This is an optimization exercise on Yosys and OpenROAD, whose aim is small area, a short achievable clock period and few clock cycles per item, not a production implementation. Where RTL was checked, it was by simulation tests only, not by an equivalence proof against the original. Power is estimated from default activity; no workload was simulated.

==> module el2_exu_div_ctl, before the edit <==
module el2_exu_div_ctl
  (
   input logic           clk,                        
   input logic           rst_l,                      
   input logic           valid,                      
   input logic           unsign,                     
   input logic           rem,                        
   input logic  [31:0]   dividend,                   
   input logic  [31:0]   divisor,                    
   input logic           cancel,                     
   output logic          finish_dly,                 
   output logic [31:0]   out                         
  );
   function automatic logic [5:0] lzc32(input logic [31:0] x);
      logic [31:0]      v;
      logic [31:0][4:0] c;
      integer l, i, n;
      v = x;
      c = '0;
      n = 32;
      for (l = 0; l < 5; l = l + 1) begin
         for (i = 0; i < 16; i = i + 1)
            if (i < n / 2) begin
               c[i] = v[2*i+1] ? c[2*i+1] : (c[2*i] | (5'd1 << l));
               v[i] = v[2*i+1] | v[2*i];
            end
         n = n / 2;
      end
      lzc32 = {v[0], c[0]};
   endfunction
   function automatic logic [31:0] cneg32(input logic [31:0] x, input logic n);
      logic [31:0] o;
      integer d, i;
      o = x;
      for (d = 1; d < 32; d = d * 2)
         for (i = 0; i < 32; i = i + 1)
            if ((i / d) % 2 == 1)
               o[i] = o[i] | o[(i / d) * d - 1];
      cneg32 = x ^ ({o[30:0], 1'b0} & {32{n}});
   endfunction
   function automatic logic [32:0] add32(input logic [31:0] a, input logic [31:0] b, input logic ci);
      logic [31:0] g, p, gg, pp;
      logic [32:0] c;
      integer d, i;
      g  = a & b;
      p  = a ^ b;
      gg = g;
      pp = p;
      gg[0] = g[0] | (p[0] & ci);
      for (d = 1; d < 32; d = d * 2)
         for (i = 2 * d - 1; i < 32; i = i + 2 * d) begin
            gg[i] = gg[i] | (pp[i] & gg[i - d]);
            pp[i] = pp[i] & pp[i - d];
         end
      for (d = 8; d >= 1; d = d / 2)
         for (i = 3 * d - 1; i < 32; i = i + 2 * d) begin
            gg[i] = gg[i] | (pp[i] & gg[i - d]);
            pp[i] = pp[i] & pp[i - d];
         end
      c = {gg, ci};
      add32 = {c[32], p ^ c[31:0]};
   endfunction
   logic        a_neg, b_neg;
   logic [31:0] a_abs;
   logic [5:0]  za, zb, la, lb;
   logic [6:0]  t;
   logic        dz, quick;
   logic        busy_ff, fin_ff;
   logic [3:0]  cnt_ff;
   logic        rem_ff, neg_ff, bneg_ff;
   logic [31:0] r_ff, q_ff;
   logic [31:0] e_ff;                                    
   logic [32:0] e_cur;
   logic [32:0] s1, s2;
   logic        ge1, ge2;
   logic [31:0] r1, r2;
   assign a_neg  = ~unsign & dividend[31];
   assign b_neg  = ~unsign & divisor[31];
   assign a_abs  = cneg32(dividend, a_neg);
   logic [33:0] b_x;
   assign b_x    = {{2{b_neg}}, divisor} ^ {34{~b_neg}};
   assign la     = lzc32(a_abs);
   assign za     = la[5] ? {1'b0, la[4:0]} : 6'd32;        
   assign lb     = lzc32(~b_x[31:0]);
   assign zb     = {1'b0, lb[4:0]};                      
   assign t      = {1'b0, zb} - {1'b0, za};              
   assign dz     = ~lb[5] & ~b_neg;
   assign quick  = dz | t[6];
   assign e_cur  = ({1'b1, e_ff} << {cnt_ff, 1'b0}) | (~({33{1'b1}} << {cnt_ff, 1'b0}) & {33{~bneg_ff}});
   assign s1     = add32(r_ff, {e_cur[30:0], ~bneg_ff}, ~bneg_ff);
   assign ge1    = e_cur[32] & e_cur[31] & s1[32];
   assign r1     = ge1 ? s1[31:0] : r_ff;
   assign s2     = add32(r1, e_cur[31:0], ~bneg_ff);
   assign ge2    = e_cur[32] & s2[32];
   assign r2     = ge2 ? s2[31:0] : r1;
   always_ff @(posedge clk or negedge rst_l) begin
      if (!rst_l) begin
         busy_ff <= 1'b0;
         fin_ff  <= 1'b0;
      end
      else begin
         busy_ff <= ~cancel & (valid ? ~quick : (busy_ff & (cnt_ff != 4'd0)));
         fin_ff  <= ~cancel & (valid ? quick  : (busy_ff & (cnt_ff == 4'd0)));
      end
   end
   always_ff @(posedge clk) begin
      if (valid) begin
         cnt_ff  <= t[4:1];
         rem_ff  <= rem;
         neg_ff  <= rem ? a_neg : (dz | (~unsign & (dividend[31] ^ divisor[31])));
         bneg_ff <= b_neg;
         r_ff    <= a_abs;
         q_ff    <= {31'b0, dz};                      
         e_ff    <= b_x[31:0];
      end
      else begin
         cnt_ff  <= cnt_ff - 4'd1;
         r_ff    <= r2;
         q_ff    <= {q_ff[29:0], ge1, ge2};
      end
   end
   assign finish_dly = fin_ff & ~cancel;
   assign out        = {32{finish_dly}} & cneg32(rem_ff ? r_ff : q_ff, neg_ff);
endmodule  
==> flow/config.mk <==
export PLATFORM = sky130hd
export DESIGN_NAME = el2_exu_div_ctl
export DESIGN_NICKNAME = el2_exu_div_ctl
export VERILOG_FILES = /design/flow/design.v
export SDC_FILE = /design/flow/constraint.sdc
export NUM_CORES = 4
export LEC_CHECK = 0
export ABC_AREA = 1
export CAP_MARGIN = 20
export CORE_MARGIN = 2
export CORE_UTILIZATION = 30
export PLACE_DENSITY = 0.5
export SLEW_MARGIN = 20
export SETUP_SLACK_MARGIN = 8.0
export BUFFER_PORTS_ARGS = -buffer_cell sky130_fd_sc_hd__buf_1
==> flow/constraint.sdc <==
create_clock -name core_clock -period 15.0 [get_ports {clk}]
set_input_delay 3.0000 -clock core_clock [delete_from_list [all_inputs] [get_ports {clk}]]
set_output_delay 3.0000 -clock core_clock [all_outputs]
set_load 0.01 [all_outputs]
standard.sh (not shown) runs the stock make flow with config.mk's settings and CLKGATE_MAP_FILE= SYNTH_SCRIPT=/design/flow/synth_recipe.tcl, a recipe that flattens the netlist after the stock synthesis.
==> flow/flow/run.sh <==
#!/bin/bash
set -e
echo "export SETUP_SLACK_MARGIN = 8.0" >> config.mk
echo "export BUFFER_PORTS_ARGS = -buffer_cell sky130_fd_sc_hd__buf_1" >> config.mk
cp config.mk config_used.log
bash standard.sh > standard.log 2>&1
Then changed:
--- a/flow/design.v
+++ b/flow/design.v
@@ -134,7 +134,8 @@
    logic        busy_ff, fin_ff;
    logic [3:0]  cnt_ff;
+   logic [3:0]  sh_ff;                                   
    logic        rem_ff, neg_ff, bneg_ff;
    logic [31:0] r_ff, q_ff;
-   logic [31:0] e_ff;                                    
+   logic [32:0] e_ff;                                    
    logic [32:0] e_cur;
    logic [32:0] s1, s2;
@@ -153,5 +154,5 @@
    assign dz     = ~lb[5] & ~b_neg;
    assign quick  = dz | t[6];
-   assign e_cur  = ({1'b1, e_ff} << {cnt_ff, 1'b0}) | (~({33{1'b1}} << {cnt_ff, 1'b0}) & {33{~bneg_ff}});
+   assign e_cur  = (e_ff << {sh_ff, 1'b0}) | (~({33{1'b1}} << {sh_ff, 1'b0}) & {33{~bneg_ff}});
    assign s1     = add32(r_ff, {e_cur[30:0], ~bneg_ff}, ~bneg_ff);
    assign ge1    = e_cur[32] & e_cur[31] & s1[32];
@@ -173,4 +174,5 @@
       if (valid) begin
          cnt_ff  <= t[4:1];
+         sh_ff   <= t[4:1];
          rem_ff  <= rem;
          neg_ff  <= rem ? a_neg : (dz | (~unsign & (dividend[31] ^ divisor[31])));
@@ -178,10 +180,12 @@
          r_ff    <= a_abs;
          q_ff    <= {31'b0, dz};                      
-         e_ff    <= b_x[31:0];
+         e_ff    <= b_x[32:0];
       end
       else begin
          cnt_ff  <= cnt_ff - 4'd1;
+         sh_ff   <= 4'd0;
          r_ff    <= r2;
          q_ff    <= {q_ff[29:0], ge1, ge2};
+         e_ff    <= {2'b11, e_cur[32:2]};
       end
    end
Effect: The changed run finished clean. Clock-buffer cell count is higher by 1. Cell count is higher slightly. Non-clock buffer count is higher by 13. Design area is lower slightly. Routed wire length is higher by a few percent. Total power is lower by about a fifth. Sequential power is lower slightly. Global-route usage is higher by 1.5 points. Synthesized cell count is higher slightly. Maximum frequency is about the same. Via count is higher slightly. First-iteration DRC count is lower by a few percent. Core utilization is higher by 0.53 points.
Testbench counts after the change, summed over its fixed seeds: cycles 16,266, items 3,200.
Function not checked in the first run of this note: the RTL went through the layout flow alone.

old:
The RTL this note starts from:
==> flow/design.v <==
module rvdff #( parameter WIDTH=1, SHORT=0 )
   (
     input logic [WIDTH-1:0] din,
     input logic           clk,
     input logic                   rst_l,
     output logic [WIDTH-1:0] dout
     );
if (SHORT == 1) begin
   assign dout = din;
end
else begin
   always_ff @(posedge clk or negedge rst_l) begin
      if (rst_l == 0)
        dout[WIDTH-1:0] <= 0;
      else
        dout[WIDTH-1:0] <= din[WIDTH-1:0];
   end
end
endmodule
module rvdffs #( parameter WIDTH=1, SHORT=0 )
   (
     input logic [WIDTH-1:0] din,
     input logic             en,
     input logic           clk,
     input logic                   rst_l,
     output logic [WIDTH-1:0] dout
     );
if (SHORT == 1) begin : genblock
   assign dout = din;
end
else begin : genblock
   rvdff #(WIDTH) dffs (.din((en) ? din[WIDTH-1:0] : dout[WIDTH-1:0]), .*);
end
endmodule
module rvdffe #( parameter WIDTH=1, SHORT=0, OVERRIDE=0 )
   (
     input  logic [WIDTH-1:0] din,
     input  logic           en,
     input  logic           clk,
     input  logic           rst_l,
     input  logic             scan_mode,
     output logic [WIDTH-1:0] dout
     );
if (SHORT == 1) begin : genblock
   if (1) begin : genblock
      assign dout = din;
   end
end
else begin : genblock
   if (1) begin: genblock
      rvdffs #(WIDTH) dff ( .* );
   end
end  
endmodule  
module rvtwoscomp #( parameter WIDTH=32 )
   (
     input logic [WIDTH-1:0] din,
     output logic [WIDTH-1:0] dout
     );
   logic [WIDTH-1:1]          dout_temp;    
   genvar                     i;
   for ( i = 1; i < WIDTH; i++ )  begin : flip_after_first_one
      assign dout_temp[i] = (|din[i-1:0]) ? ~din[i] : din[i];
   end : flip_after_first_one
   assign dout[WIDTH-1:0]  = { dout_temp[WIDTH-1:1], din[0] };
endmodule   
module el2_exu_div_ctl
  (
   input logic           clk,                        
   input logic           rst_l,                      
   input logic           valid,                      
   input logic           unsign,                     
   input logic           rem,                        
   input logic  [31:0]   dividend,                   
   input logic  [31:0]   divisor,                    
   input logic           cancel,                     
   output logic          finish_dly,                 
   output logic [31:0]   out                         
  );
   function automatic logic [5:0] clz32(input logic [31:0] x);
      logic [31:0]      v;
      logic [31:0][4:0] c;
      integer l, i, n;
      v = x;
      c = '0;
      n = 32;
      for (l = 0; l < 5; l = l + 1) begin
         for (i = 0; i < 16; i = i + 1)
            if (i < n / 2) begin
               c[i] = v[2*i+1] ? c[2*i+1] : (c[2*i] | (5'd1 << l));
               v[i] = v[2*i+1] | v[2*i];
            end
         n = n / 2;
      end
      clz32 = v[0] ? {1'b0, c[0]} : 6'd32;
   endfunction
   function automatic logic [31:0] cneg32(input logic [31:0] x, input logic n);
      logic [31:0] o;
      integer d, i;
      o = x;
      for (d = 1; d < 32; d = d * 2)
         for (i = 0; i < 32; i = i + 1)
            if ((i / d) % 2 == 1)
               o[i] = o[i] | o[(i / d) * d - 1];
      cneg32 = x ^ ({o[30:0], 1'b0} & {32{n}});
   endfunction
   function automatic logic [32:0] add32(input logic [31:0] a, input logic [31:0] b, input logic ci);
      logic [31:0] g, p, gg, pp;
      logic [32:0] c;
      integer d, i;
      g  = a & b;
      p  = a ^ b;
      gg = g;
      pp = p;
      gg[0] = g[0] | (p[0] & ci);
      for (d = 1; d < 32; d = d * 2)
         for (i = 2 * d - 1; i < 32; i = i + 2 * d) begin
            gg[i] = gg[i] | (pp[i] & gg[i - d]);
            pp[i] = pp[i] & pp[i - d];
         end
      for (d = 8; d >= 1; d = d / 2)
         for (i = 3 * d - 1; i < 32; i = i + 2 * d) begin
            gg[i] = gg[i] | (pp[i] & gg[i - d]);
            pp[i] = pp[i] & pp[i - d];
         end
      c = {gg, ci};
      add32 = {c[32], p ^ c[31:0]};
   endfunction
   logic        a_neg, b_neg, a_top, b_top;
   logic [31:0] wa, wb;
   logic [5:0]  za, zb;
   logic [6:0]  t;
   logic        dz, quick;
   logic [32:0] e_init;
   logic        busy_ff, fin_ff;
   logic [3:0]  cnt_ff;
   logic [3:0]  crs_ff;                                  
   logic        rem_ff, neg_ff, bneg_ff;
   logic [31:0] r_ff, q_ff;
   logic [32:0] e_ff;                                    
   logic [32:0] e_cur;
   logic [32:0] s1, s2;
   logic        ge1, ge2;
   logic [31:0] r1, r2;
   assign a_neg  = ~unsign & dividend[31];
   assign b_neg  = ~unsign & divisor[31];
   assign a_top  =  unsign & dividend[31];
   assign b_top  =  unsign & divisor[31];
   assign wa     = {a_top, {31{~a_top}} & (dividend[31:1] ^ dividend[30:0])};
   assign wb     = {b_top, {30{~b_top}} & (divisor[31:2] ^ divisor[30:1]), 1'b1};
   assign za     = clz32(wa);                            
   assign zb     = clz32(wb);                            
   assign t      = {1'b0, zb} - {1'b0, za} + {6'b0, a_neg};    
   assign dz     = (divisor == 32'b0);
   assign quick  = dz | t[6];
   logic [33:0] b_x;
   assign b_x    = {{2{b_neg}}, divisor} ^ {34{~b_neg}};
   always_comb begin
      case (t[2:1])
         2'd0: e_init = b_x[32:0];
         2'd1: e_init = {b_x[30:0], {2{~b_neg}}};
         2'd2: e_init = {b_x[28:0], {4{~b_neg}}};
         default: e_init = {b_x[26:0], {6{~b_neg}}};
      endcase
   end
   assign e_cur  = ({33{crs_ff[0]}} &  e_ff                           ) |
                   ({33{crs_ff[1]}} & {e_ff[24:0], {8{~bneg_ff}}}  ) |
                   ({33{crs_ff[2]}} & {e_ff[16:0], {16{~bneg_ff}}} ) |
                   ({33{crs_ff[3]}} & {e_ff[8:0], {24{~bneg_ff}}}  );
   assign s1     = add32(r_ff, {e_cur[30:0], ~bneg_ff}, ~bneg_ff);
   assign ge1    = e_cur[32] & e_cur[31] & s1[32];
   assign r1     = ge1 ? s1[31:0] : r_ff;
   assign s2     = add32(r1, e_cur[31:0], ~bneg_ff);
   assign ge2    = e_cur[32] & s2[32];
   assign r2     = ge2 ? s2[31:0] : r1;
   always_ff @(posedge clk or negedge rst_l) begin
      if (!rst_l) begin
         busy_ff <= 1'b0;
         fin_ff  <= 1'b0;
      end
      else begin
         busy_ff <= ~cancel & (valid ? ~quick : (busy_ff & (cnt_ff != 4'd0)));
         fin_ff  <= ~cancel & (valid ? quick  : (busy_ff & (cnt_ff == 4'd0)));
      end
   end
   always_ff @(posedge clk) begin
      if (valid) begin
         cnt_ff  <= t[4:1];
         crs_ff  <= 4'b1 << t[4:3];
         rem_ff  <= rem;
         neg_ff  <= rem ? a_neg : (~unsign & (dividend[31] ^ divisor[31]) & ~dz);
         bneg_ff <= b_neg;
         r_ff    <= cneg32(dividend, a_neg);
         q_ff    <= {32{dz}};
         e_ff    <= e_init;
      end
      else begin
         cnt_ff  <= cnt_ff - 4'd1;
         crs_ff  <= 4'b0001;
         r_ff    <= r2;
         q_ff    <= {q_ff[29:0], ge1, ge2};
         e_ff    <= {2'b11, e_cur[32:2]};
      end
   end
   assign finish_dly = fin_ff & ~cancel;
   assign out        = {32{~cancel}} & ({32{fin_ff}} & cneg32(rem_ff ? r_ff : q_ff, neg_ff));
endmodule  
Settings: LEC_CHECK=0, ABC_AREA=1, CAP_MARGIN=20, CORE_MARGIN=2, CORE_UTILIZATION=30, PLACE_DENSITY=0.5, SLEW_MARGIN=20, SETUP_SLACK_MARGIN=7.5, BUFFER_PORTS_ARGS=-buffer_cell sky130_fd_sc_hd__buf_2; clock period 15.0 ns.
==> flow/flow/run.sh <==
#!/bin/bash
set -e
echo "export SETUP_SLACK_MARGIN = 7.5" >> config.mk
echo "export BUFFER_PORTS_ARGS = -buffer_cell sky130_fd_sc_hd__buf_2" >> config.mk
cp config.mk config_used.log
bash standard.sh > standard.log 2>&1
Inputs modified between old and new:
--- a/flow/design.v
+++ b/flow/design.v
@@ -133,9 +133,9 @@
    logic        dz, quick;
    logic [32:0] e_init;
    logic        busy_ff, fin_ff;
    logic [3:0]  cnt_ff;
-   logic [3:0]  crs_ff;                                  
+   logic [1:0]  crs_ff;
    logic        rem_ff, neg_ff, bneg_ff;
    logic [31:0] r_ff, q_ff;
    logic [32:0] e_ff;                                    
    logic [32:0] e_cur;
@@ -162,12 +162,16 @@
          2'd2: e_init = {b_x[28:0], {4{~b_neg}}};
          default: e_init = {b_x[26:0], {6{~b_neg}}};
       endcase
    end
-   assign e_cur  = ({33{crs_ff[0]}} &  e_ff                           ) |
-                   ({33{crs_ff[1]}} & {e_ff[24:0], {8{~bneg_ff}}}  ) |
-                   ({33{crs_ff[2]}} & {e_ff[16:0], {16{~bneg_ff}}} ) |
-                   ({33{crs_ff[3]}} & {e_ff[8:0], {24{~bneg_ff}}}  );
+   always_comb begin
+      case (crs_ff)
+         2'd0: e_cur = e_ff;
+         2'd1: e_cur = {e_ff[24:0], {8{~bneg_ff}}};
+         2'd2: e_cur = {e_ff[16:0], {16{~bneg_ff}}};
+         default: e_cur = {e_ff[8:0], {24{~bneg_ff}}};
+      endcase
+   end
    assign s1     = add32(r_ff, {e_cur[30:0], ~bneg_ff}, ~bneg_ff);
    assign ge1    = e_cur[32] & e_cur[31] & s1[32];
    assign r1     = ge1 ? s1[31:0] : r_ff;
    assign s2     = add32(r1, e_cur[31:0], ~bneg_ff);
@@ -185,9 +189,9 @@
    end
    always_ff @(posedge clk) begin
       if (valid) begin
          cnt_ff  <= t[4:1];
-         crs_ff  <= 4'b1 << t[4:3];
+         crs_ff  <= t[4:3];
          rem_ff  <= rem;
          neg_ff  <= rem ? a_neg : (~unsign & (dividend[31] ^ divisor[31]) & ~dz);
          bneg_ff <= b_neg;
          r_ff    <= cneg32(dividend, a_neg);
@@ -195,13 +199,13 @@
          e_ff    <= e_init;
       end
       else begin
          cnt_ff  <= cnt_ff - 4'd1;
-         crs_ff  <= 4'b0001;
+         crs_ff  <= 2'd0;
          r_ff    <= r2;
          q_ff    <= {q_ff[29:0], ge1, ge2};
          e_ff    <= {2'b11, e_cur[32:2]};
       end
    end
    assign finish_dly = fin_ff & ~cancel;
-   assign out        = {32{~cancel}} & ({32{fin_ff}} & cneg32(rem_ff ? r_ff : q_ff, neg_ff));
+   assign out        = {32{finish_dly}} & cneg32(rem_ff ? r_ff : q_ff, neg_ff);
 endmodule  
- Comparing old and new, the lower via total after detailed routing was measured on old.
- Worst setup slack ends up higher on new.
- For new, the cell at the slowest stage of the critical path was clkinvlp_4, unlike old, where it was inv_4.
- Global routing usage on met2: old and new compared, higher one is old
- The cell depth of the worst flop-to-flop path in new is 1.06 times that in old.
- Route | new vs old | wire longer in new
Testbench counts of new, summed over its fixed seeds: cycles 16,481, items 3,200.
For old, only the layout was checked, not whether the RTL still works.

==> re-timing with driven ports <==
The flow's constraints put no driver on any port. The routed layouts listed below were extracted and timed again, unchanged, in two steps. Step 1 assumes that a clkbuf_16 drives the clock port and a buf_2 every other input. Step 2 also shifts input and output timing later by t, the mid clock arrival at the registers, as if the neighbouring blocks saw the same clock. Three values: no drivers, after step 1, after step 2; two values: the first two.
run	shift t [ns]	setup WS [ns]	cell pins on the clock port's net
the first run of note 1	0.425	8.041 / 8.014 / 8.014	1
the second run of note 1	0.419	8.059 / 8.038 / 8.038	1
old	0.415	7.689 / 7.669 / 7.474	1
new	0.414	7.765 / 7.728 / 7.669	1
After both steps setup and hold are still met in every run listed. The setup slack of old, which loses most, moves by -0.020 ns with the drivers and by -0.215 ns with both steps.
